This design comes from an exercise in tuning for small area and a short achievable clock period on the open sky130 flow, not from production work. No run shown here included a check of the RTL's function; only the layout flow was run. Power is estimated from default activity; no workload was simulated.

===== flow/config.mk =====
export PLATFORM = sky130hd
export DESIGN_NAME = mac
export DESIGN_NICKNAME = mac
export VERILOG_FILES = /design/flow/design.v
export SDC_FILE = /design/flow/constraint.sdc
export NUM_CORES = 4
export LEC_CHECK = 0
export CAP_MARGIN = 20
export CORE_MARGIN = 2
export CORE_UTILIZATION = 60
export SETUP_SLACK_MARGIN = 1.5
export SLEW_MARGIN = 20
export SYNTH_HIERARCHICAL = 1

===== flow/flow/run.sh =====
#!/bin/bash
# Standard ORFS flow (the standard.sh), with the port buffers made of
# sky130_fd_sc_hd__buf_2 instead of buffer_ports' default cell.
set -o pipefail
export BUFFER_PORTS_ARGS="-buffer_cell sky130_fd_sc_hd__buf_2"
bash standard.sh finish 2>&1 | tee standard_flow.log

===== flow/standard.sh =====
#!/bin/bash
# synth_recipe.tcl (not shown) runs the flow's synth.tcl, then flattens the netlist and writes it again
# the make line also repeats each setting of config.mk as NAME=value (left out here)
make -C /OpenROAD-flow-scripts/flow DESIGN_CONFIG=/design/flow/config.mk WORK_HOME=/design/flow/orfs CLKGATE_MAP_FILE= SYNTH_SCRIPT=/design/flow/synth_recipe.tcl "${@:-finish}"

===== flow/constraint.sdc =====
create_clock -name core_clock -period 6.5 [get_ports {clk}]
set_input_delay 1.3000 -clock core_clock [delete_from_list [all_inputs] [get_ports {clk}]]
set_output_delay 1.3000 -clock core_clock [all_outputs]
set_load 0.01 [all_outputs]

===== flow/design.v =====
module mac_fa(input a, input b, input c, output s, output co);
  assign s = a ^ b ^ c;
  assign co = (a & b) | (a & c) | (b & c);
endmodule
module mac_x3(input a, input b, input c, output s);
  assign s = a ^ b ^ c;
endmodule
module mac_mj(input a, input b, input c, output co);
  assign co = (a & b) | (a & c) | (b & c);
endmodule
module mac_xor(input a, input b, output s);
  assign s = a ^ b;
endmodule
module mac(A, B, C, D, clk, reset, Acc);
  input [7:0] A, B, C, D;
  input clk, reset;
  output [31:0] Acc;
  reg [31:0] R;
  reg [1:0] V;
  reg [8:0] W;
  wire p_A0B0 = ~(A[0] & B[0]);
  wire p_A0B1 = ~(A[0] & B[1]);
  wire p_A0B2 = ~(A[0] & B[2]);
  wire p_A0B3 = ~(A[0] & B[3]);
  wire p_A0B4 = ~(A[0] & B[4]);
  wire p_A0B5 = ~(A[0] & B[5]);
  wire p_A0B6 = ~(A[0] & B[6]);
  wire p_A0B7 = ~(A[0] & B[7]);
  wire p_A1B0 = ~(A[1] & B[0]);
  wire p_A1B1 = ~(A[1] & B[1]);
  wire p_A1B2 = ~(A[1] & B[2]);
  wire p_A1B3 = ~(A[1] & B[3]);
  wire p_A1B4 = ~(A[1] & B[4]);
  wire p_A1B5 = ~(A[1] & B[5]);
  wire p_A1B6 = ~(A[1] & B[6]);
  wire p_A1B7 = ~(A[1] & B[7]);
  wire p_A2B0 = ~(A[2] & B[0]);
  wire p_A2B1 = ~(A[2] & B[1]);
  wire p_A2B2 = ~(A[2] & B[2]);
  wire p_A2B3 = ~(A[2] & B[3]);
  wire p_A2B4 = ~(A[2] & B[4]);
  wire p_A2B5 = ~(A[2] & B[5]);
  wire p_A2B6 = ~(A[2] & B[6]);
  wire p_A2B7 = ~(A[2] & B[7]);
  wire p_A3B0 = ~(A[3] & B[0]);
  wire p_A3B1 = ~(A[3] & B[1]);
  wire p_A3B2 = ~(A[3] & B[2]);
  wire p_A3B3 = ~(A[3] & B[3]);
  wire p_A3B4 = ~(A[3] & B[4]);
  wire p_A3B5 = ~(A[3] & B[5]);
  wire p_A3B6 = ~(A[3] & B[6]);
  wire p_A3B7 = ~(A[3] & B[7]);
  wire p_A4B0 = ~(A[4] & B[0]);
  wire p_A4B1 = ~(A[4] & B[1]);
  wire p_A4B2 = ~(A[4] & B[2]);
  wire p_A4B3 = ~(A[4] & B[3]);
  wire p_A4B4 = ~(A[4] & B[4]);
  wire p_A4B5 = ~(A[4] & B[5]);
  wire p_A4B6 = ~(A[4] & B[6]);
  wire p_A4B7 = ~(A[4] & B[7]);
  wire p_A5B0 = ~(A[5] & B[0]);
  wire p_A5B1 = ~(A[5] & B[1]);
  wire p_A5B2 = ~(A[5] & B[2]);
  wire p_A5B3 = ~(A[5] & B[3]);
  wire p_A5B4 = ~(A[5] & B[4]);
  wire p_A5B5 = ~(A[5] & B[5]);
  wire p_A5B6 = ~(A[5] & B[6]);
  wire p_A5B7 = ~(A[5] & B[7]);
  wire p_A6B0 = ~(A[6] & B[0]);
  wire p_A6B1 = ~(A[6] & B[1]);
  wire p_A6B2 = ~(A[6] & B[2]);
  wire p_A6B3 = ~(A[6] & B[3]);
  wire p_A6B4 = ~(A[6] & B[4]);
  wire p_A6B5 = ~(A[6] & B[5]);
  wire p_A6B6 = ~(A[6] & B[6]);
  wire p_A6B7 = ~(A[6] & B[7]);
  wire p_A7B0 = ~(A[7] & B[0]);
  wire p_A7B1 = ~(A[7] & B[1]);
  wire p_A7B2 = ~(A[7] & B[2]);
  wire p_A7B3 = ~(A[7] & B[3]);
  wire p_A7B4 = ~(A[7] & B[4]);
  wire p_A7B5 = ~(A[7] & B[5]);
  wire p_A7B6 = ~(A[7] & B[6]);
  wire p_A7B7 = ~(A[7] & B[7]);
  wire p_C0D0 = ~(C[0] & D[0]);
  wire p_C0D1 = ~(C[0] & D[1]);
  wire p_C0D2 = ~(C[0] & D[2]);
  wire p_C0D3 = ~(C[0] & D[3]);
  wire p_C0D4 = ~(C[0] & D[4]);
  wire p_C0D5 = ~(C[0] & D[5]);
  wire p_C0D6 = ~(C[0] & D[6]);
  wire p_C0D7 = ~(C[0] & D[7]);
  wire p_C1D0 = ~(C[1] & D[0]);
  wire p_C1D1 = ~(C[1] & D[1]);
  wire p_C1D2 = ~(C[1] & D[2]);
  wire p_C1D3 = ~(C[1] & D[3]);
  wire p_C1D4 = ~(C[1] & D[4]);
  wire p_C1D5 = ~(C[1] & D[5]);
  wire p_C1D6 = ~(C[1] & D[6]);
  wire p_C1D7 = ~(C[1] & D[7]);
  wire p_C2D0 = ~(C[2] & D[0]);
  wire p_C2D1 = ~(C[2] & D[1]);
  wire p_C2D2 = ~(C[2] & D[2]);
  wire p_C2D3 = ~(C[2] & D[3]);
  wire p_C2D4 = ~(C[2] & D[4]);
  wire p_C2D5 = ~(C[2] & D[5]);
  wire p_C2D6 = ~(C[2] & D[6]);
  wire p_C2D7 = ~(C[2] & D[7]);
  wire p_C3D0 = ~(C[3] & D[0]);
  wire p_C3D1 = ~(C[3] & D[1]);
  wire p_C3D2 = ~(C[3] & D[2]);
  wire p_C3D3 = ~(C[3] & D[3]);
  wire p_C3D4 = ~(C[3] & D[4]);
  wire p_C3D5 = ~(C[3] & D[5]);
  wire p_C3D6 = ~(C[3] & D[6]);
  wire p_C3D7 = ~(C[3] & D[7]);
  wire p_C4D0 = ~(C[4] & D[0]);
  wire p_C4D1 = ~(C[4] & D[1]);
  wire p_C4D2 = ~(C[4] & D[2]);
  wire p_C4D3 = ~(C[4] & D[3]);
  wire p_C4D4 = ~(C[4] & D[4]);
  wire p_C4D5 = ~(C[4] & D[5]);
  wire p_C4D6 = ~(C[4] & D[6]);
  wire p_C4D7 = ~(C[4] & D[7]);
  wire p_C5D0 = ~(C[5] & D[0]);
  wire p_C5D1 = ~(C[5] & D[1]);
  wire p_C5D2 = ~(C[5] & D[2]);
  wire p_C5D3 = ~(C[5] & D[3]);
  wire p_C5D4 = ~(C[5] & D[4]);
  wire p_C5D5 = ~(C[5] & D[5]);
  wire p_C5D6 = ~(C[5] & D[6]);
  wire p_C5D7 = ~(C[5] & D[7]);
  wire p_C6D0 = ~(C[6] & D[0]);
  wire p_C6D1 = ~(C[6] & D[1]);
  wire p_C6D2 = ~(C[6] & D[2]);
  wire p_C6D3 = ~(C[6] & D[3]);
  wire p_C6D4 = ~(C[6] & D[4]);
  wire p_C6D5 = ~(C[6] & D[5]);
  wire p_C6D6 = ~(C[6] & D[6]);
  wire p_C6D7 = ~(C[6] & D[7]);
  wire p_C7D0 = ~(C[7] & D[0]);
  wire p_C7D1 = ~(C[7] & D[1]);
  wire p_C7D2 = ~(C[7] & D[2]);
  wire p_C7D3 = ~(C[7] & D[3]);
  wire p_C7D4 = ~(C[7] & D[4]);
  wire p_C7D5 = ~(C[7] & D[5]);
  wire p_C7D6 = ~(C[7] & D[6]);
  wire p_C7D7 = ~(C[7] & D[7]);
  wire s0, c0;
  wire s1, c1;
  wire s2, c2;
  wire s3, c3;
  wire s4, c4;
  wire s5, c5;
  wire s6, c6;
  wire s7, c7;
  wire s8, c8;
  wire s9, c9;
  wire s10, c10;
  wire s11, c11;
  wire s12, c12;
  wire s13, c13;
  wire s14, c14;
  wire s15, c15;
  wire s16, c16;
  wire s17, c17;
  wire s18, c18;
  wire s19, c19;
  wire s20, c20;
  wire s21, c21;
  wire s22, c22;
  wire s23, c23;
  wire s24, c24;
  wire s25, c25;
  wire s26, c26;
  wire s27, c27;
  wire s28, c28;
  wire s29, c29;
  wire s30, c30;
  wire s31, c31;
  wire s32, c32;
  wire s33, c33;
  wire s34, c34;
  wire s35, c35;
  wire s36, c36;
  wire s37, c37;
  wire s38, c38;
  wire s39, c39;
  wire s40, c40;
  wire s41, c41;
  wire s42, c42;
  wire s43, c43;
  wire s44, c44;
  wire s45, c45;
  wire s46, c46;
  wire s47, c47;
  wire s48, c48;
  wire s49, c49;
  wire s50, c50;
  wire s51, c51;
  wire s52, c52;
  wire s53, c53;
  wire s54, c54;
  wire s55, c55;
  wire s56, c56;
  wire s57, c57;
  wire s58, c58;
  wire s59, c59;
  wire s60, c60;
  wire s61, c61;
  wire s62, c62;
  wire s63, c63;
  wire s64, c64;
  wire s65, c65;
  wire s66, c66;
  wire s67, c67;
  wire s68, c68;
  wire s69, c69;
  wire s70, c70;
  wire s71, c71;
  wire s72, c72;
  wire s73, c73;
  wire s74, c74;
  wire s75, c75;
  wire s76, c76;
  wire s77, c77;
  wire s78, c78;
  wire s79, c79;
  wire s80, c80;
  wire s81, c81;
  wire s82, c82;
  wire s83, c83;
  wire s84, c84;
  wire s85, c85;
  wire s86, c86;
  wire s87, c87;
  wire s88, c88;
  wire s89, c89;
  wire s90, c90;
  wire s91, c91;
  wire s92, c92;
  wire s93, c93;
  wire s94, c94;
  wire s95, c95;
  wire s96, c96;
  wire s97, c97;
  wire s98, c98;
  wire s99, c99;
  wire s100, c100;
  wire s101, c101;
  wire s102, c102;
  wire s103, c103;
  wire s104, c104;
  wire s105, c105;
  wire s106, c106;
  wire s107, c107;
  wire s108, c108;
  wire s109, c109;
  wire s110, c110;
  wire s111, c111;
  wire s112, c112;
  wire s113, c113;
  wire s114, c114;
  wire s115, c115;
  wire s116, c116;
  wire s117, c117;
  wire s118, c118;
  wire s119, c119;
  wire s120, c120;
  wire s121, c121;
  wire s122, c122;
  wire s123, c123;
  wire s124, c124;
  wire s125, c125;
  wire s126, c126;
  wire s127, c127;
  wire s128, c128;
  wire s129, c129;
  wire s130, c130;
  wire s131, c131;
  wire s132, c132;
  wire s133, c133;
  wire s134, c134;
  wire s135, c135;
  wire s136, c136;
  wire s137, c137;
  wire s138, c138;
  wire s139, c139;
  wire s140, c140;
  wire s141, c141;
  wire s142, c142;
  wire s143, c143;
  wire s144, c144;
  wire s145, c145;
  wire s146, c146;
  wire s147, c147;
  wire s148, c148;
  wire s149, c149;
  wire s150, c150;
  wire s151, c151;
  wire s152, c152;
  mac_xor u_s0 (R[0], p_A0B0, s0);
  assign c0 = R[0] & (A[0] & B[0]);
  mac_fa u_s1 (R[1], p_A0B1, p_A1B0, s1, c1);
  mac_x3 u_s2 (p_C0D1, p_C1D0, ~c0, s2);
  mac_mj u_c2 (p_C0D1, p_C1D0, ~c0, c2);
  mac_fa u_s3 (R[2], p_A0B2, p_A1B1, s3, c3);
  mac_fa u_s4 (p_A2B0, p_C0D2, p_C1D1, s4, c4);
  mac_fa u_s5 (p_C2D0, c1, s3, s5, c5);
  mac_xor u_s6 (s4, c2, s6);
  assign c6 = ~s4 & ~c2;
  mac_fa u_s7 (R[3], p_A0B3, p_A1B2, s7, c7);
  mac_fa u_s8 (p_A2B1, p_A3B0, p_C0D3, s8, c8);
  mac_fa u_s9 (p_C1D2, p_C2D1, p_C3D0, s9, c9);
  mac_fa u_s10 (c3, c4, s7, s10, c10);
  mac_fa u_s11 (s8, s9, ~c6, s11, c11);
  mac_xor u_s12 (c5, s10, s12);
  assign c12 = ~c5 & ~s10;
  mac_fa u_s13 (R[4], p_A0B4, p_A1B3, s13, c13);
  mac_fa u_s14 (p_A2B2, p_A3B1, p_A4B0, s14, c14);
  mac_fa u_s15 (p_C0D4, p_C1D3, p_C2D2, s15, c15);
  mac_fa u_s16 (p_C3D1, p_C4D0, c7, s16, c16);
  mac_fa u_s17 (c8, c9, s13, s17, c17);
  mac_fa u_s18 (s14, s15, s16, s18, c18);
  mac_fa u_s19 (c10, s17, ~c12, s19, c19);
  mac_xor u_s20 (s18, c11, s20);
  assign c20 = ~s18 & ~c11;
  mac_fa u_s21 (R[5], p_A0B5, p_A1B4, s21, c21);
  mac_fa u_s22 (p_A2B3, p_A3B2, p_A4B1, s22, c22);
  mac_fa u_s23 (p_A5B0, p_C0D5, p_C1D4, s23, c23);
  mac_fa u_s24 (p_C2D3, p_C3D2, p_C4D1, s24, c24);
  mac_fa u_s25 (p_C5D0, c13, c14, s25, c25);
  mac_fa u_s26 (c15, s21, s22, s26, c26);
  mac_fa u_s27 (s23, s24, c16, s27, c27);
  mac_fa u_s28 (c17, s25, s26, s28, c28);
  mac_fa u_s29 (s27, c18, s28, s29, c29);
  mac_xor u_s30 (c20, c19, s30);
  assign c30 = c20 & ~c19;
  mac_fa u_s31 (V[0], ~R[6], p_A0B6, s31, c31);
  mac_fa u_s32 (p_A1B5, p_A2B4, p_A3B3, s32, c32);
  mac_fa u_s33 (p_A4B2, p_A5B1, p_A6B0, s33, c33);
  mac_fa u_s34 (p_C0D6, p_C1D5, p_C2D4, s34, c34);
  mac_fa u_s35 (p_C3D3, p_C4D2, p_C5D1, s35, c35);
  mac_fa u_s36 (p_C6D0, c21, c22, s36, c36);
  mac_fa u_s37 (c23, c24, s31, s37, c37);
  mac_fa u_s38 (s32, s33, s34, s38, c38);
  mac_fa u_s39 (s35, c25, s36, s39, c39);
  mac_fa u_s40 (c26, s37, s38, s40, c40);
  mac_fa u_s41 (c27, s39, c28, s41, c41);
  mac_x3 u_s42 (s40, c29, ~c30, s42);
  mac_mj u_c42 (s40, c29, ~c30, c42);
  mac_xor u_s43 (s41, s42, s43);
  assign c43 = ~s41 & ~s42;
  mac_fa u_s44 (R[7], W[0], (A[0] & B[7]), s44, c44);
  mac_fa u_s45 (p_A1B6, p_A2B5, p_A3B4, s45, c45);
  mac_fa u_s46 (p_A4B3, p_A5B2, p_A6B1, s46, c46);
  mac_fa u_s47 (p_A7B0, p_C0D7, p_C1D6, s47, c47);
  mac_fa u_s48 (p_C2D5, p_C3D4, p_C4D3, s48, c48);
  mac_fa u_s49 (p_C5D2, p_C6D1, p_C7D0, s49, c49);
  mac_fa u_s50 (c31, c32, c33, s50, c50);
  mac_fa u_s51 (c34, c35, ~s44, s51, c51);
  mac_fa u_s52 (s45, s46, s47, s52, c52);
  mac_x3 u_s53 (s48, s49, c36, s53);
  mac_mj u_c53 (s48, s49, c36, c53);
  mac_fa u_s54 (c37, s50, c38, s54, c54);
  mac_fa u_s55 (s51, s52, s53, s55, c55);
  mac_fa u_s56 (c39, s54, c40, s56, c56);
  mac_fa u_s57 (s55, c41, s56, s57, c57);
  mac_xor u_s58 (s57, c42, s58);
  assign c58 = ~s57 & ~c42;
  mac_fa u_s59 (R[8], W[1], (A[1] & B[7]), s59, c59);
  mac_fa u_s60 (p_A2B6, p_A3B5, p_A4B4, s60, c60);
  mac_fa u_s61 (p_A5B3, p_A6B2, p_A7B1, s61, c61);
  mac_fa u_s62 (p_C1D7, p_C2D6, p_C3D5, s62, c62);
  mac_fa u_s63 (p_C4D4, p_C5D3, p_C6D2, s63, c63);
  mac_fa u_s64 (p_C7D1, c45, c46, s64, c64);
  mac_fa u_s65 (c47, c48, c49, s65, c65);
  mac_fa u_s66 (c44, s59, ~s60, s66, c66);
  mac_fa u_s67 (s61, s62, s63, s67, c67);
  mac_fa u_s68 (c50, s64, c52, s68, c68);
  mac_fa u_s69 (s65, c51, ~s66, s69, c69);
  mac_fa u_s70 (s67, c53, c54, s70, c70);
  mac_fa u_s71 (s68, c55, s69, s71, c71);
  mac_fa u_s72 (s70, c56, s71, s72, c72);
  mac_xor u_s73 (c57, c58, s73);
  assign c73 = ~c57 & c58;
  mac_fa u_s74 (R[9], W[2], (A[2] & B[7]), s74, c74);
  mac_x3 u_s75 (p_A3B6, p_A4B5, p_A5B4, s75);
  mac_mj u_c75 (p_A3B6, p_A4B5, p_A5B4, c75);
  mac_fa u_s76 (p_A6B3, p_A7B2, p_C2D7, s76, c76);
  mac_fa u_s77 (p_C3D6, p_C4D5, p_C5D4, s77, c77);
  mac_fa u_s78 (p_C6D3, p_C7D2, c60, s78, c78);
  mac_fa u_s79 (c61, c62, c63, s79, c79);
  mac_fa u_s80 (c59, ~s75, s74, s80, c80);
  mac_fa u_s81 (s76, s77, c64, s81, c81);
  mac_fa u_s82 (c65, s78, c67, s82, c82);
  mac_fa u_s83 (c66, s80, ~s79, s83, c83);
  mac_fa u_s84 (s81, c68, s82, s84, c84);
  mac_x3 u_s85 (c69, ~s83, c70, s85);
  mac_mj u_c85 (c69, ~s83, c70, c85);
  mac_x3 u_s86 (s84, c71, s85, s86);
  mac_mj u_c86 (s84, c71, s85, c86);
  mac_xor u_s87 (c72, s86, s87);
  assign c87 = ~c72 & ~s86;
  mac_fa u_s88 (R[10], W[3], (A[3] & B[7]), s88, c88);
  mac_fa u_s89 (p_A4B6, p_A5B5, p_A6B4, s89, c89);
  mac_fa u_s90 (p_A7B3, p_C3D7, p_C4D6, s90, c90);
  mac_fa u_s91 (p_C5D5, p_C6D4, p_C7D3, s91, c91);
  mac_fa u_s92 (c75, c76, c77, s92, c92);
  mac_fa u_s93 (c74, s88, ~s89, s93, c93);
  mac_fa u_s94 (s90, s91, c78, s94, c94);
  mac_fa u_s95 (c79, s92, ~c80, s95, c95);
  mac_fa u_s96 (~s93, c81, s94, s96, c96);
  mac_x3 u_s97 (c82, s95, ~c83, s97);
  mac_mj u_c97 (c82, s95, ~c83, c97);
  mac_fa u_s98 (s96, s97, c84, s98, c98);
  mac_x3 u_s99 (c85, s98, c86, s99);
  mac_mj u_c99 (c85, s98, c86, c99);
  mac_fa u_s100 (R[11], W[4], (A[4] & B[7]), s100, c100);
  mac_fa u_s101 (p_A5B6, p_A6B5, p_A7B4, s101, c101);
  mac_fa u_s102 (p_C4D7, p_C5D6, p_C6D5, s102, c102);
  mac_fa u_s103 (p_C7D4, c89, c90, s103, c103);
  mac_fa u_s104 (c88, ~c91, s100, s104, c104);
  mac_fa u_s105 (s101, s102, c92, s105, c105);
  mac_fa u_s106 (~s103, c93, s104, s106, c106);
  mac_x3 u_s107 (c94, s105, c95, s107);
  mac_mj u_c107 (c94, s105, c95, c107);
  mac_fa u_s108 (~s106, s107, c96, s108, c108);
  mac_fa u_s109 (c97, s108, c98, s109, c109);
  mac_fa u_s110 (R[12], W[5], (A[5] & B[7]), s110, c110);
  mac_fa u_s111 (p_A6B6, p_A7B5, p_C5D7, s111, c111);
  mac_fa u_s112 (p_C6D6, p_C7D5, c101, s112, c112);
  mac_fa u_s113 (c100, ~c102, s110, s113, c113);
  mac_fa u_s114 (s111, c103, s112, s114, c114);
  mac_x3 u_s115 (c104, s113, ~c105, s115);
  mac_mj u_c115 (c104, s113, ~c105, c115);
  mac_fa u_s116 (~s114, c106, s115, s116, c116);
  mac_fa u_s117 (c107, ~s116, c108, s117, c117);
  mac_fa u_s118 (R[13], W[6], (A[6] & B[7]), s118, c118);
  mac_fa u_s119 (p_A7B6, p_C6D7, p_C7D6, s119, c119);
  mac_fa u_s120 (c110, ~c111, s118, s120, c120);
  mac_fa u_s121 (s119, c112, ~c113, s121, c121);
  mac_fa u_s122 (~s120, c114, s121, s122, c122);
  mac_fa u_s123 (c115, ~s122, c116, s123, c123);
  mac_fa u_s124 (R[14], W[7], (A[7] & B[7]), s124, c124);
  mac_fa u_s125 (p_C7D7, c119, ~c118, s125, c125);
  mac_fa u_s126 (s124, c120, ~s125, s126, c126);
  mac_fa u_s127 (c121, ~s126, c122, s127, c127);
  mac_fa u_s128 (R[15], W[8], c124, s128, c128);
  mac_fa u_s129 (s128, ~c125, c126, s129, c129);
  mac_xor u_s130 (R[16], c128, s130);
  assign c130 = ~(R[16] & c128);
  mac_xor u_s131 (p_C0D0, s0, s131);
  assign c131 = (C[0] & D[0]) & ~s0;
  mac_fa u_s132 (~c131, s1, s2, s132, c132);
  mac_fa u_s133 (s5, ~s6, c132, s133, c133);
  mac_fa u_s134 (~s12, s11, c133, s134, c134);
  mac_fa u_s135 (~s20, s19, c134, s135, c135);
  mac_fa u_s136 (s30, s29, c135, s136, c136);
  mac_xor u_s137 (s130, c129, s137);
  assign c137 = ~(s130 & c129);
  mac_fa u_s138 (R[17], c130, c137, s138, c138);
  mac_xor u_s139 (R[18], c138, s139);
  assign c139 = R[18] & ~c138;
  mac_xor u_s140 (R[19], c139, s140);
  assign c140 = ~(R[19] & c139);
  mac_xor u_s141 (R[20], V[1], s141);
  assign c141 = ~R[20] & ~V[1];
  mac_xor u_s142 (R[21], c141, s142);
  assign c142 = ~R[21] & c141;
  mac_xor u_s143 (R[22], c142, s143);
  assign c143 = ~(R[22] & c142);
  mac_xor u_s144 (R[23], c143, s144);
  assign c144 = R[23] & ~c143;
  mac_xor u_s145 (R[24], c144, s145);
  assign c145 = ~(R[24] & c144);
  mac_xor u_s146 (R[25], c145, s146);
  assign c146 = R[25] & ~c145;
  mac_xor u_s147 (R[26], c146, s147);
  assign c147 = ~(R[26] & c146);
  mac_xor u_s148 (R[27], c147, s148);
  assign c148 = R[27] & ~c147;
  mac_xor u_s149 (R[28], c148, s149);
  assign c149 = ~(R[28] & c148);
  mac_xor u_s150 (R[29], c149, s150);
  assign c150 = R[29] & ~c149;
  mac_xor u_s151 (R[30], c150, s151);
  assign c151 = ~(R[30] & c150);
  mac_xor u_s152 (R[31], c151, s152);
  assign c152 = R[31] & ~c151;
  wire [31:0] z = {1'b0, 1'b0, 1'b0, 1'b0, 1'b0, 1'b0, 1'b0, 1'b0, 1'b0, 1'b0, 1'b0, ~V[1], 1'b0, 1'b0, 1'b0, 1'b0, W[8], W[7], W[6], W[5], W[4], W[3], W[2], W[1], W[0], ~V[0], 1'b0, 1'b0, 1'b0, 1'b0, 1'b0, 1'b0};
  wire [31:0] h, g, t;
  assign h[0] = R[0];
  assign g[0] = 1'b0;
  assign t[0] = R[0];
  assign h[1] = ~R[1];
  assign g[1] = 1'b0;
  assign t[1] = ~R[1];
  assign h[2] = ~R[2];
  assign g[2] = 1'b0;
  assign t[2] = ~R[2];
  assign h[3] = ~R[3];
  assign g[3] = 1'b0;
  assign t[3] = ~R[3];
  assign h[4] = ~R[4];
  assign g[4] = 1'b0;
  assign t[4] = ~R[4];
  assign h[5] = ~R[5];
  assign g[5] = 1'b0;
  assign t[5] = ~R[5];
  wire h6r;
  mac_xor u_h6 (R[6], V[0], h6r);
  assign h[6] = ~h6r;
  assign g[6] = R[6] & ~V[0];
  assign t[6] = R[6] | ~V[0];
  wire h7r;
  mac_xor u_h7 (R[7], W[0], h7r);
  assign h[7] = h7r;
  assign g[7] = R[7] & W[0];
  assign t[7] = R[7] | W[0];
  wire h8r;
  mac_xor u_h8 (R[8], W[1], h8r);
  assign h[8] = h8r;
  assign g[8] = R[8] & W[1];
  assign t[8] = R[8] | W[1];
  wire h9r;
  mac_xor u_h9 (R[9], W[2], h9r);
  assign h[9] = h9r;
  assign g[9] = R[9] & W[2];
  assign t[9] = R[9] | W[2];
  wire h10r;
  mac_xor u_h10 (R[10], W[3], h10r);
  assign h[10] = h10r;
  assign g[10] = R[10] & W[3];
  assign t[10] = R[10] | W[3];
  wire h11r;
  mac_xor u_h11 (R[11], W[4], h11r);
  assign h[11] = h11r;
  assign g[11] = R[11] & W[4];
  assign t[11] = R[11] | W[4];
  wire h12r;
  mac_xor u_h12 (R[12], W[5], h12r);
  assign h[12] = h12r;
  assign g[12] = R[12] & W[5];
  assign t[12] = R[12] | W[5];
  wire h13r;
  mac_xor u_h13 (R[13], W[6], h13r);
  assign h[13] = h13r;
  assign g[13] = R[13] & W[6];
  assign t[13] = R[13] | W[6];
  wire h14r;
  mac_xor u_h14 (R[14], W[7], h14r);
  assign h[14] = h14r;
  assign g[14] = R[14] & W[7];
  assign t[14] = R[14] | W[7];
  wire h15r;
  mac_xor u_h15 (R[15], W[8], h15r);
  assign h[15] = h15r;
  assign g[15] = R[15] & W[8];
  assign t[15] = R[15] | W[8];
  assign h[16] = R[16];
  assign g[16] = 1'b0;
  assign t[16] = R[16];
  assign h[17] = ~R[17];
  assign g[17] = 1'b0;
  assign t[17] = ~R[17];
  assign h[18] = R[18];
  assign g[18] = 1'b0;
  assign t[18] = R[18];
  assign h[19] = R[19];
  assign g[19] = 1'b0;
  assign t[19] = R[19];
  wire h20r;
  mac_xor u_h20 (R[20], V[1], h20r);
  assign h[20] = h20r;
  assign g[20] = ~R[20] & ~V[1];
  assign t[20] = ~R[20] | ~V[1];
  assign h[21] = ~R[21];
  assign g[21] = 1'b0;
  assign t[21] = ~R[21];
  assign h[22] = R[22];
  assign g[22] = 1'b0;
  assign t[22] = R[22];
  assign h[23] = R[23];
  assign g[23] = 1'b0;
  assign t[23] = R[23];
  assign h[24] = R[24];
  assign g[24] = 1'b0;
  assign t[24] = R[24];
  assign h[25] = R[25];
  assign g[25] = 1'b0;
  assign t[25] = R[25];
  assign h[26] = R[26];
  assign g[26] = 1'b0;
  assign t[26] = R[26];
  assign h[27] = R[27];
  assign g[27] = 1'b0;
  assign t[27] = R[27];
  assign h[28] = R[28];
  assign g[28] = 1'b0;
  assign t[28] = R[28];
  assign h[29] = R[29];
  assign g[29] = 1'b0;
  assign t[29] = R[29];
  assign h[30] = R[30];
  assign g[30] = 1'b0;
  assign t[30] = R[30];
  assign h[31] = R[31];
  assign g[31] = 1'b0;
  assign t[31] = R[31];
  wire G1 = g[1] | (t[1] & g[0]);
  wire T1 = t[1] & t[0];
  wire G2 = g[3] | (t[3] & g[2]);
  wire T2 = t[3] & t[2];
  wire G3 = g[5] | (t[5] & g[4]);
  wire T3 = t[5] & t[4];
  wire G4 = g[7] | (t[7] & g[6]);
  wire T4 = t[7] & t[6];
  wire G5 = g[9] | (t[9] & g[8]);
  wire T5 = t[9] & t[8];
  wire G6 = g[11] | (t[11] & g[10]);
  wire T6 = t[11] & t[10];
  wire G7 = g[13] | (t[13] & g[12]);
  wire T7 = t[13] & t[12];
  wire G8 = g[15] | (t[15] & g[14]);
  wire T8 = t[15] & t[14];
  wire G9 = g[17] | (t[17] & g[16]);
  wire T9 = t[17] & t[16];
  wire G10 = g[19] | (t[19] & g[18]);
  wire T10 = t[19] & t[18];
  wire G11 = g[21] | (t[21] & g[20]);
  wire T11 = t[21] & t[20];
  wire G12 = g[23] | (t[23] & g[22]);
  wire T12 = t[23] & t[22];
  wire G13 = g[25] | (t[25] & g[24]);
  wire T13 = t[25] & t[24];
  wire G14 = g[27] | (t[27] & g[26]);
  wire T14 = t[27] & t[26];
  wire G15 = g[29] | (t[29] & g[28]);
  wire T15 = t[29] & t[28];
  wire G16 = g[31] | (t[31] & g[30]);
  wire T16 = t[31] & t[30];
  wire G17 = G2 | (T2 & G1);
  wire T17 = T2 & T1;
  wire G18 = G4 | (T4 & G3);
  wire T18 = T4 & T3;
  wire G19 = G6 | (T6 & G5);
  wire T19 = T6 & T5;
  wire G20 = G8 | (T8 & G7);
  wire T20 = T8 & T7;
  wire G21 = G10 | (T10 & G9);
  wire T21 = T10 & T9;
  wire G22 = G12 | (T12 & G11);
  wire T22 = T12 & T11;
  wire G23 = G14 | (T14 & G13);
  wire T23 = T14 & T13;
  wire G24 = G16 | (T16 & G15);
  wire T24 = T16 & T15;
  wire G25 = G18 | (T18 & G17);
  wire T25 = T18 & T17;
  wire G26 = G20 | (T20 & G19);
  wire T26 = T20 & T19;
  wire G27 = G22 | (T22 & G21);
  wire T27 = T22 & T21;
  wire G28 = G24 | (T24 & G23);
  wire T28 = T24 & T23;
  wire G29 = G26 | (T26 & G25);
  wire T29 = T26 & T25;
  wire G30 = G28 | (T28 & G27);
  wire T30 = T28 & T27;
  wire G31 = G30 | (T30 & G29);
  wire T31 = T30 & T29;
  wire G32 = G27 | (T27 & G29);
  wire T32 = T27 & T29;
  wire G33 = G19 | (T19 & G25);
  wire T33 = T19 & T25;
  wire G34 = G21 | (T21 & G29);
  wire T34 = T21 & T29;
  wire G35 = G23 | (T23 & G32);
  wire T35 = T23 & T32;
  wire G36 = G3 | (T3 & G17);
  wire T36 = T3 & T17;
  wire G37 = G5 | (T5 & G25);
  wire T37 = T5 & T25;
  wire G38 = G7 | (T7 & G33);
  wire T38 = T7 & T33;
  wire G39 = G9 | (T9 & G29);
  wire T39 = T9 & T29;
  wire G40 = G11 | (T11 & G34);
  wire T40 = T11 & T34;
  wire G41 = G13 | (T13 & G32);
  wire T41 = T13 & T32;
  wire G42 = G15 | (T15 & G35);
  wire T42 = T15 & T35;
  wire G43 = g[2] | (t[2] & G1);
  wire T43 = t[2] & T1;
  wire G44 = g[4] | (t[4] & G17);
  wire T44 = t[4] & T17;
  wire G45 = g[6] | (t[6] & G36);
  wire T45 = t[6] & T36;
  wire G46 = g[8] | (t[8] & G25);
  wire T46 = t[8] & T25;
  wire G47 = g[10] | (t[10] & G37);
  wire T47 = t[10] & T37;
  wire G48 = g[12] | (t[12] & G33);
  wire T48 = t[12] & T33;
  wire G49 = g[14] | (t[14] & G38);
  wire T49 = t[14] & T38;
  wire G50 = g[16] | (t[16] & G29);
  wire T50 = t[16] & T29;
  wire G51 = g[18] | (t[18] & G39);
  wire T51 = t[18] & T39;
  wire G52 = g[20] | (t[20] & G34);
  wire T52 = t[20] & T34;
  wire G53 = g[22] | (t[22] & G40);
  wire T53 = t[22] & T40;
  wire G54 = g[24] | (t[24] & G32);
  wire T54 = t[24] & T32;
  wire G55 = g[26] | (t[26] & G41);
  wire T55 = t[26] & T41;
  wire G56 = g[28] | (t[28] & G35);
  wire T56 = t[28] & T35;
  wire G57 = g[30] | (t[30] & G42);
  wire T57 = t[30] & T42;
  wire [31:0] cin = {G57, G42, G56, G35, G55, G41, G54, G32, G53, G40, G52, G34, G51, G39, G50, G29, G49, G38, G48, G33, G47, G37, G46, G25, G45, G36, G44, G17, G43, G1, g[0], 1'b0};
  assign Acc = h ^ cin;
  always @(posedge clk, negedge reset)
    if (reset == 0) begin
      R <= 32'h0032003e;
      V <= 2'h3;
      W <= 9'h0;
    end else begin
      R <= {~s152, s151, ~s150, s149, ~s148, s147, ~s146, s145, ~s144, s143, s142, ~s141, s140, ~s139, s138, s137, s129, ~s127, s123, ~s117, ~s109, c87, c73, ~s72, c43, s43, s136, s135, s134, s133, s132, s131};
      V <= {c140, c136};
      W <= {~c127, c123, ~c117, ~c109, ~c99, ~s99, s87, ~s73, s58};
    end
endmodule

==> key figures, run 1 <==
Power
  – Total power: about 3.7 mW
  – VDD IR max: ~450 uV
  – Sw power: between 1.5 and 2 mW
  – PD cells: 599 nW/um^2
  – Sequential power share: 0.171
  – Clock share of power: 0.067
  – Cell leakage power: 2.85 nW
  – Logic gate share of total power: 0.762
  – Int Power: around 2.0 mW
  – Sw Ratio: 0.445

CTS
  – CTS Hold Buffers Added: 0
  – CTS tree: yes
  – Root Driver: clkbuf_8
  – Post CTS Setup Buffer Count: 0
  – H-Tree Depth: 2
  – Skew-Pair Late Insertion Delay: 0.29 ns
  – CTS max path bufs: 2
  – Num Clock Sinks: 43
  – # resized after CTS: 0
  – Clk slew on worst S/H paths: approximately 0.080 ns
  – Clock buffer count from CTS: 5

Yosys
  – Synthesized flop and latch total: between 40 and 50
  – Syn Nets: 700
  – Synthesized area per cell: 10.5 sq um
  – Synth Instances: 542
  – Post-synth top flop: dfrtp_1
  – Post-synth cell types: 42
  – Synthesized area: between 5000 and 6000 sq um
  – Post-synthesis sequential area ratio: 0.192
  – Ys async rst share: 1.00
  – EDFF count, synth: 0
  – Ys Warns: 7

Worst setup path
  – Reg-to-reg endpoint: W[1]
  – R2R depth: 9
  – Crit path kind: input pin to flip-flop
  – CP endpoint kind: flip-flop
  – Worst-path fanout max: 8
  – Slowest CP cell: fa_1
  – Worst reg2reg startpoint: R[6]
  – Critical path, cell by cell: buf_2, nand2_1, fa_1, fa_1, fa_1, xor3_1, fa_1, xor3_1, inv_1
  – Most frequent CP cell: fa_1
  – Largest stage delay, worst path: 0.60 ns
  – CP required: approximately 6.7 ns
  – R2R Setup Slk: around 3.0 ns
  – CP Launch Type: input pin
  – CP arrival: 4.58 ns

Finish
  – Ant diodes: 0
  – Layout area overhead: 8.12%
  – Fin area: between 6000 and 7000 sq um
  – Final design utilization: 0.668
  – Most frequent cells in the layout: nand2_1 (133), fa_1 (117), buf_2 (65)
  – Fin nets: 739
  – Ratio of cells with drive above 1 in the final layout: 0.182
  – Commonest non-fill, non-tap cell in the layout: nand2_1

Hold path
  – Worst Hold Depth: 1
  – Worst hold endpoint: V[1]
  – Worst hold path class: flip-flop to flip-flop
  – HP Start: R[19]

Floorplanning
  – Starting Density: 0.618
  – Die W: about 100 um
  – Die ar.: a little over 10000 sq um
  – Core area: around 9200 sq um
  – I/O Pins: 66
  – Rows: 35
  – Die Ht: around 100 um

Routing
  – DRC viols: 0
  – DR WL/cell: roughly 17 um
  – Post-route ant nets: 0
  – Drt first pass iters: 5
  – Vias/cell: ~5.4
  – WL final: approximately 12000 um
  – DRT iter0 DRCs: approximately 150
  – Routed via count: approximately 3700

GRT
  – Initial antenna violation count: 0
  – Grt ovf: 0
  – Vias in the first global route: 4147
  – GRT Total Usage: 0.260
  – First-pass GRT wire length: slightly above 20000 um
  – Pin count of the biggest net entering global routing: 44

Timing
  – Worst slew pin tran: roughly 1 ns
  – Min Tclk post-route: around 4.3 ns
  – Setup Skew: 0.00628 ns
  – Final period util: 0.668
  – # setup viols final: 0
  – Slew Limit Fails: 0
  – Setup Total Neg Slack: 0 ns
  – Hold violation count in the final report: 0
  – Hold slack: approximately 0.5 ns
  – RSZ-0062 raised after global routing: false
  – Peak Freq: 230 MHz
  – Relative slew slack: 0.352

Placement
  – RD Place Congestion: ~0.86
  – Post-DP Area: 6010 sq um
  – Dpl hpwl: 9950 um
  – IO buf count: 65

Flow run
  – Max_cap viols: 0

Run status
  – Status: complete, no violations
modules after synthesis (local to each module, per instance):
module / cells / copies in the design / flops+latches / cell area (sq um)
mac_fa: 1 / 117 / 0 / 20.0
mac_x3: 1 / 10 / 0 / 23.8
mac: 368 / 1 / 43 / 2670
mac_mj: 1 / 10 / 0 / 11.3
mac_xor: 1 / 37 / 0 / 8.76
stage by stage:
stage	cells	setup slack [ns]
after global placement	685	1.90
after detailed placement	685	1.83
final	693	2.16
after CTS	693	2.16
after floorplan	542	1.95
after global routing	693	2.05
flip-flops by register name (all words and copies together), names as in the netlist:
register  count
R            32
W             9
V             2
cell usage after synthesis, types with 2 or more instances:
cell,instances,area share
and2_1,8,0.0088
or2_2,4,0.0044
xnor2_1,5,0.0077
xor2_1,50,0.077
nor2b_1,2,0.0022
inv_1,57,0.038
fa_1,117,0.41
nor3_1,3,0.0026
a31oi_1,4,0.0044
dfrtp_1,33,0.15
nor2_1,23,0.015
o21ai_0,2,0.0018
xor3_1,10,0.042
clkbuf_1,31,0.020
maj3_2,11,0.022
nor3_2,2,0.0035
nand4_1,3,0.0033
ha_1,7,0.015
a21oi_1,4,0.0035
maj3_1,3,0.0053
nand2_1,133,0.088
dfstp_2,10,0.046
logic make-up (layout without fill, tap and decap cells):
family	Yosys count	in the layout	synth area share
xor gates and xnor gates	65	65	0.127
DFF	43	43	0.192
adders and majority gates	138	138	0.455
and+or+nand+nor	187	187	0.140
AOI/OAI and AO/OA	18	18	0.0258
buffers and inverters	91	131	0.0621
critical path: cells and delay by family:
family	cells	cell delay (ns)
xor+xnor	2	0.86
fa+ha+maj	4	2.07
buf+inv	2	0.25
simple gates	1	0.11
worst max path at each step:
| stage | to | start | cells after the start | slack (ns) |
|---|---|---|---|---|
| finish | W[3] | A[5] | 9 | 2.16 |
| global route | W[1] | A[0] | 10 | 2.05 |
| CTS | W[3] | A[5] | 9 | 2.16 |
| detailed placement | W[1] | A[0] | 10 | 1.83 |
| global placement | R[11] | B[3] | 9 | 1.90 |
| floorplan | W[3] | B[3] | 9 | 1.95 |
routing by layer:
layer / GRT usage / wire, um / up-vias
met2: 0.460 / 6400 / 94
met1: 0.345 / 4640 / 1934
met4: 0.0593 / 221 / 0
li1: - / - / 1706
met5: 0 / 0 / -
met3: 0.0359 / 444 / 14
power groups by stage:
stage / sequential, mW / combinational [mW] / clock [mW]
floorplan: 0.597 / 2.23 / 0
global placement: 0.634 / 2.77 / 0
detailed placement: 0.635 / 2.87 / 0
CTS: 0.632 / 2.88 / 0.254
global route: 0.658 / 3.23 / 0.265
finish: 0.628 / 2.80 / 0.248
final cells by class:
| class | instances | area, sq um |
|---|---|---|
| fill | 727 | 3050 |
| inverter | 58 | 218 |
| tap | 111 | 139 |
| timing repair buffer | 65 | 325 |
| clock inverter | 2 | 60.1 |
| multi-input combinational | 408 | 4240 |
| clock buffer | 6 | 72.6 |
| sequential | 43 | 1090 |
==> inputs of run 2 (changes only) <==
--- a/flow/design.v
+++ b/flow/design.v
@@ -362,9 +362,10 @@
   mac_fa u_s52 (s45, s46, s47, s52, c52);
   mac_x3 u_s53 (s48, s49, c36, s53);
   mac_mj u_c53 (s48, s49, c36, c53);
-  mac_fa u_s54 (c37, s50, c38, s54, c54);
+  mac_x3 u_s54 (c37, s50, c38, s54);
+  mac_mj u_c54 (c37, s50, c38, c54);
   mac_fa u_s55 (s51, s52, s53, s55, c55);
-  mac_fa u_s56 (c39, s54, c40, s56, c56);
+  mac_fa u_s56 (s54, c39, c40, s56, c56);
   mac_fa u_s57 (s55, c41, s56, s57, c57);
   mac_xor u_s58 (s57, c42, s58);
   assign c58 = ~s57 & ~c42;
@@ -398,8 +399,8 @@
   mac_fa u_s84 (s81, c68, s82, s84, c84);
   mac_x3 u_s85 (c69, ~s83, c70, s85);
   mac_mj u_c85 (c69, ~s83, c70, c85);
-  mac_x3 u_s86 (s84, c71, s85, s86);
-  mac_mj u_c86 (s84, c71, s85, c86);
+  mac_x3 u_s86 (s84, s85, c71, s86);
+  mac_mj u_c86 (s84, s85, c71, c86);
   mac_xor u_s87 (c72, s86, s87);
   assign c87 = ~c72 & ~s86;
   mac_fa u_s88 (R[10], W[3], (A[3] & B[7]), s88, c88);
@@ -413,7 +414,8 @@
   mac_fa u_s96 (~s93, c81, s94, s96, c96);
   mac_x3 u_s97 (c82, s95, ~c83, s97);
   mac_mj u_c97 (c82, s95, ~c83, c97);
-  mac_fa u_s98 (s96, s97, c84, s98, c98);
+  mac_x3 u_s98 (s96, s97, c84, s98);
+  mac_mj u_c98 (s96, s97, c84, c98);
   mac_x3 u_s99 (c85, s98, c86, s99);
   mac_mj u_c99 (c85, s98, c86, c99);
   mac_fa u_s100 (R[11], W[4], (A[4] & B[7]), s100, c100);
@@ -426,7 +428,7 @@
   mac_x3 u_s107 (c94, s105, c95, s107);
   mac_mj u_c107 (c94, s105, c95, c107);
   mac_fa u_s108 (~s106, s107, c96, s108, c108);
-  mac_fa u_s109 (c97, s108, c98, s109, c109);
+  mac_fa u_s109 (c97, c98, s108, s109, c109);
   mac_fa u_s110 (R[12], W[5], (A[5] & B[7]), s110, c110);
   mac_fa u_s111 (p_A6B6, p_A7B5, p_C5D7, s111, c111);
   mac_fa u_s112 (p_C6D6, p_C7D5, c101, s112, c112);
@@ -443,11 +445,12 @@
   mac_fa u_s122 (~s120, c114, s121, s122, c122);
   mac_fa u_s123 (c115, ~s122, c116, s123, c123);
   mac_fa u_s124 (R[14], W[7], (A[7] & B[7]), s124, c124);
-  mac_fa u_s125 (p_C7D7, c119, ~c118, s125, c125);
-  mac_fa u_s126 (s124, c120, ~s125, s126, c126);
+  mac_x3 u_s125 (p_C7D7, c119, ~c118, s125);
+  mac_mj u_c125 (p_C7D7, c119, ~c118, c125);
+  mac_fa u_s126 (s124, ~s125, c120, s126, c126);
   mac_fa u_s127 (c121, ~s126, c122, s127, c127);
   mac_fa u_s128 (R[15], W[8], c124, s128, c128);
-  mac_fa u_s129 (s128, ~c125, c126, s129, c129);
+  mac_fa u_s129 (~c125, s128, c126, s129, c129);
   mac_xor u_s130 (R[16], c128, s130);
   assign c130 = ~(R[16] & c128);
   mac_xor u_s131 (p_C0D0, s0, s131);
@@ -456,7 +459,8 @@
   mac_fa u_s133 (s5, ~s6, c132, s133, c133);
   mac_fa u_s134 (~s12, s11, c133, s134, c134);
   mac_fa u_s135 (~s20, s19, c134, s135, c135);
-  mac_fa u_s136 (s30, s29, c135, s136, c136);
+  mac_x3 u_s136 (s30, s29, c135, s136);
+  mac_mj u_c136 (s30, s29, c135, c136);
   mac_xor u_s137 (s130, c129, s137);
   assign c137 = ~(s130 & c129);
   mac_fa u_s138 (R[17], c130, c137, s138, c138);
==> run 2 against run 1 <==
  * Still clean on timing, DRC and antenna
  * Final cell count up 3.2%
  * Die area is 1.0% higher
  * Setup slack gained 0.087 ns
  * Global-route usage increased by 0.52 points
  * Register-to-register slack better by 0.06 ns
  * Clock skew rose by 0.0067 ns
  * Synthesized area increased by 1.1%
  * Final area up 0.61%
  * Synthesized cell count rose by 0.74%
  * Sequential share of layout area down 0.11 points
  * First-iteration DRC count rose by 7.5%
  * Hold slack gained 0.0065 ns
  * Critical path type unchanged
  * Largest cell class unchanged
==> key figures, run 2 <==
Run status
  – Status: complete, no violations

Yosys
  – Most common cell in the netlist: nand2_1
  – Top cells by area, synth: fa_1 (39%), dfrtp_1 (14%), nand2_1 (8.7%)
  – Synthesized flop and latch total: 43
  – Post-synth top flop: dfrtp_1
  – Yosys top cell by area: fa_1
  – Synthesized area: between 5000 and 6000 sq um
  – Syn Nets: 700
  – Most instantiated cells after synthesis: nand2_1 (133), fa_1 (113), inv_1 (57)
  – Ys Warns: 7
  – Synth top area share: 0.394
  – Synthesized area per cell: 10.5 sq um
  – Ys async rst share: 1.00
  – EDFF count, synth: 0
  – Post-synthesis sequential area ratio: 0.190
  – Synth Instances: approximately 550
  – Post-synth cell types: 42

Finish
  – Fill cells: roughly 800
  – Max reg flops: 32
  – Largest regs: R x32, W x9, V x2
  – Most frequent cells in the layout: nand2_1 (133), fa_1 (113), buf_2 (64)
  – Ant diodes: 0
  – Ratio of cells with drive above 1 in the final layout: 0.188
  – Layout area overhead: 7.65%
  – Register area: 1090 sq um
  – Reg with most FFs: R
  – Commonest non-fill, non-tap cell in the layout: nand2_1
  – Fin nets: roughly 740
  – Footprint of the multi-input gates: roughly 4300 sq um

CTS
  – # resized after CTS: 0
  – Num Clock Sinks: 43
  – Root Driver: clkbuf_8
  – CTS max path bufs: 2
  – Skew-Pair Late Insertion Delay: 0.31 ns
  – Post CTS Setup Buffer Count: 0
  – Clock buffer count from CTS: 5
  – H-Tree Depth: 2
  – CTS tree: yes
  – CTS Hold Buffers Added: 0
  – Clk slew on worst S/H paths: approximately 0.090 ns

Flow run
  – Max_cap viols: 0

Timing
  – RSZ-0062 raised after global routing: false
  – Final period util: 0.655
  – Min Tclk post-route: about 4.3 ns
  – Slew Limit Fails: 0
  – Setup Skew: around 0.013 ns
  – # setup viols final: 0
  – Relative slew slack: 0.616
  – Worst slew pin tran: roughly 0.58 ns
  – Peak Freq: between 200 and 250 MHz
  – Hold violation count in the final report: 0
  – Setup Total Neg Slack: 0 ns

GRT
  – Vias in the first global route: around 4100
  – First-pass GRT wire length: a little over 20000 um
  – Grt ovf: 0
  – Pin count of the biggest net entering global routing: 44
  – GRT Total Usage: 0.265
  – Initial antenna violation count: 0

Worst setup path
  – CP Buf/Inv Count: 2
  – Worst-path fanout max: 8
  – Slowest CP cell: fa_1
  – CP arrival: about 4.5 ns
  – Largest stage delay, worst path: just under 0.6 ns
  – Critical path, cell by cell: buf_2, nand2_1, fa_1, fa_1, fa_1, xor3_1, maj3_2, fa_1, inv_1
  – CP required: roughly 6.7 ns
  – CP delay by family, top: adder cells
  – Crit path kind: input pin to flip-flop
  – CP endpoint kind: flip-flop
  – CP Launch Type: input pin
  – Most frequent CP cell: fa_1
  – R2R Setup Slk: around 3.1 ns

Floorplanning
  – Die W: slightly above 100 um
  – Rows: 35
  – Die ar.: ~10000 sq um
  – Starting Density: 0.619
  – Core area: roughly 9300 sq um
  – Die Ht: about 100 um
  – I/O Pins: 66

Power
  – PD cells: around 610 nW/um^2
  – Sw power: ~1.7 mW
  – Total power: around 3.7 mW
  – Int Power: 2.08 mW
  – VDD IR max: approximately 500 uV
  – Sequential power share: 0.169
  – Cell leakage power: about 2.9 nW
  – Logic gate share of total power: 0.784
  – Clock share of power: 0.047
  – Sw Ratio: 0.445

Routing
  – Vias/cell: about 5.4
  – DR WL/cell: 17.1 um
  – Post-route ant nets: 0
  – DRC viols: 0
  – WL final: between 10000 and 15000 um
  – Drt first pass iters: 4
  – Routed via count: roughly 3900
  – DRT iter0 DRCs: roughly 160

Placement
  – RD Place Congestion: a little over 0.9
  – Dpl hpwl: ~10000 um
  – IO buf count: between 60 and 70

Hold path
  – Worst hold path class: flip-flop to flip-flop
## run 2: changes by cell type after synthesis, sizes merged
cell and delta:
fa -4, maj3 +4, xor3 +4
## run 2: path summary, 6_finish.rpt
check / start / to / depth (start not counted)
max in group asynchronous: reset / V[1] / 1
hold reg to reg: R[22] / R[22] / 1
setup / recovery: A[5] / R[11] / 9
hold / removal: R[22] / R[22] / 1
setup reg to reg: R[6] / W[1] / 9
min in group asynchronous: reset / R[0] / 1
## run 2: area by class of cell
class                   instances  share of cell area
multi-input cells             412               0.696
flip-flops and latches         43               0.176
repair buffers                 65              0.0530
inverters                      58              0.0352
well taps                     129              0.0261
clock buffers                   6              0.0117
clock inverters                 2             0.00202
## run 2: modules after synthesis, one instance, submodules excluded
| module | flip-flops and latches | cells | copies in the design | area, sq um |
|---|---|---|---|---|
| mac_x3 | 0 | 1 | 14 | 23.8 |
| mac_xor | 0 | 1 | 37 | 8.76 |
| mac | 43 | 368 | 1 | 2670 |
| mac_fa | 0 | 1 | 113 | 20.0 |
| mac_mj | 0 | 1 | 14 | 11.3 |
## run 2: logic make-up (layout without fill, tap and decap cells)
group / count (synthesis) / after routing / share of synthesized area
flip-flops: 43 / 43 / 0.190
XOR/XNOR: 69 / 69 / 0.142
adder cells (fa/ha/maj): 138 / 138 / 0.444
AND/OR/NAND/NOR: 187 / 187 / 0.138
buffers and inverters: 91 / 131 / 0.0614
AO/OA/AOI/OAI: 18 / 18 / 0.0255
## run 2: power groups by stage
stage               Sequential, mW  Combinational [mW]  Clock, mW
floorplan                    0.597                2.36          0
global placement             0.634                2.90          0
detailed placement           0.639                2.97          0
CTS                          0.636                3.00      0.182
global route                 0.661                3.35      0.193
finish                       0.633                2.94      0.175
## run 2: worst register-to-register path: stages, from the launching register on
cell     delay (ns)
dfrtp_1        0.42
inv_1          0.11
fa_1           0.43
fa_1           0.59
xor3_1         0.44
fa_1           0.56
fa_1           0.45
nor2_1         0.13
xor2_1         0.14
inv_1          0.05
## run 2: through the flow
| stage | hold WS [ns] | utilization | cell area, sq um | setup slack, ns | cells |
|---|---|---|---|---|---|
| 5_1_grt | 0.529 | 0.666 | 6180 | 2.13 | 715 |
| 6_report | 0.499 | 0.666 | 6180 | 2.24 | 715 |
| 4_1_cts | 0.504 | 0.666 | 6180 | 2.24 | 715 |
| 3_5_place_dp | 0.492 | 0.657 | 6100 | 1.91 | 707 |
| 2_1_floorplan | 0.448 | - | 5740 | 2.00 | 546 |
| 3_3_place_gp | 0.475 | 0.657 | 6100 | 1.95 | 707 |
## run 2: metal layers
metal	vias up	part of all wire	global-route usage	routed length [um]
met5	-	0	0	0
met3	21	0.049	0.0369	605
met2	124	0.53	0.458	6440
li1	1733	-	-	-
met1	1976	0.40	0.353	4850
met4	0	0.028	0.0821	340

-- re-timing with driven ports --
Ports are ideal in the flow. The routed layouts listed here were re-timed in OpenROAD. Step 1 sets driving cells, clkbuf_16 on the clock port and buf_2 on the other inputs (assumed; they add their load-dependent delay and slew). Step 2 also shifts input and output timing later by t, the mid clock arrival at the registers, as if the neighbouring blocks saw the same clock. Slacks: ideal ports / drivers / drivers and shift; pairs: ideal ports / drivers.
run | t, ns | setup WS [ns] | pins driven straight from the clock port
run 1 | 0.321 | 2.158 / 2.166 / 1.845 | 1
run 2 | 0.340 | 2.245 / 2.256 / 1.916 | 1
After both steps setup and hold are still met in every run listed. For run 2, which loses most, drivers alone change the setup slack by +0.011 ns; drivers and shift together by -0.329 ns.
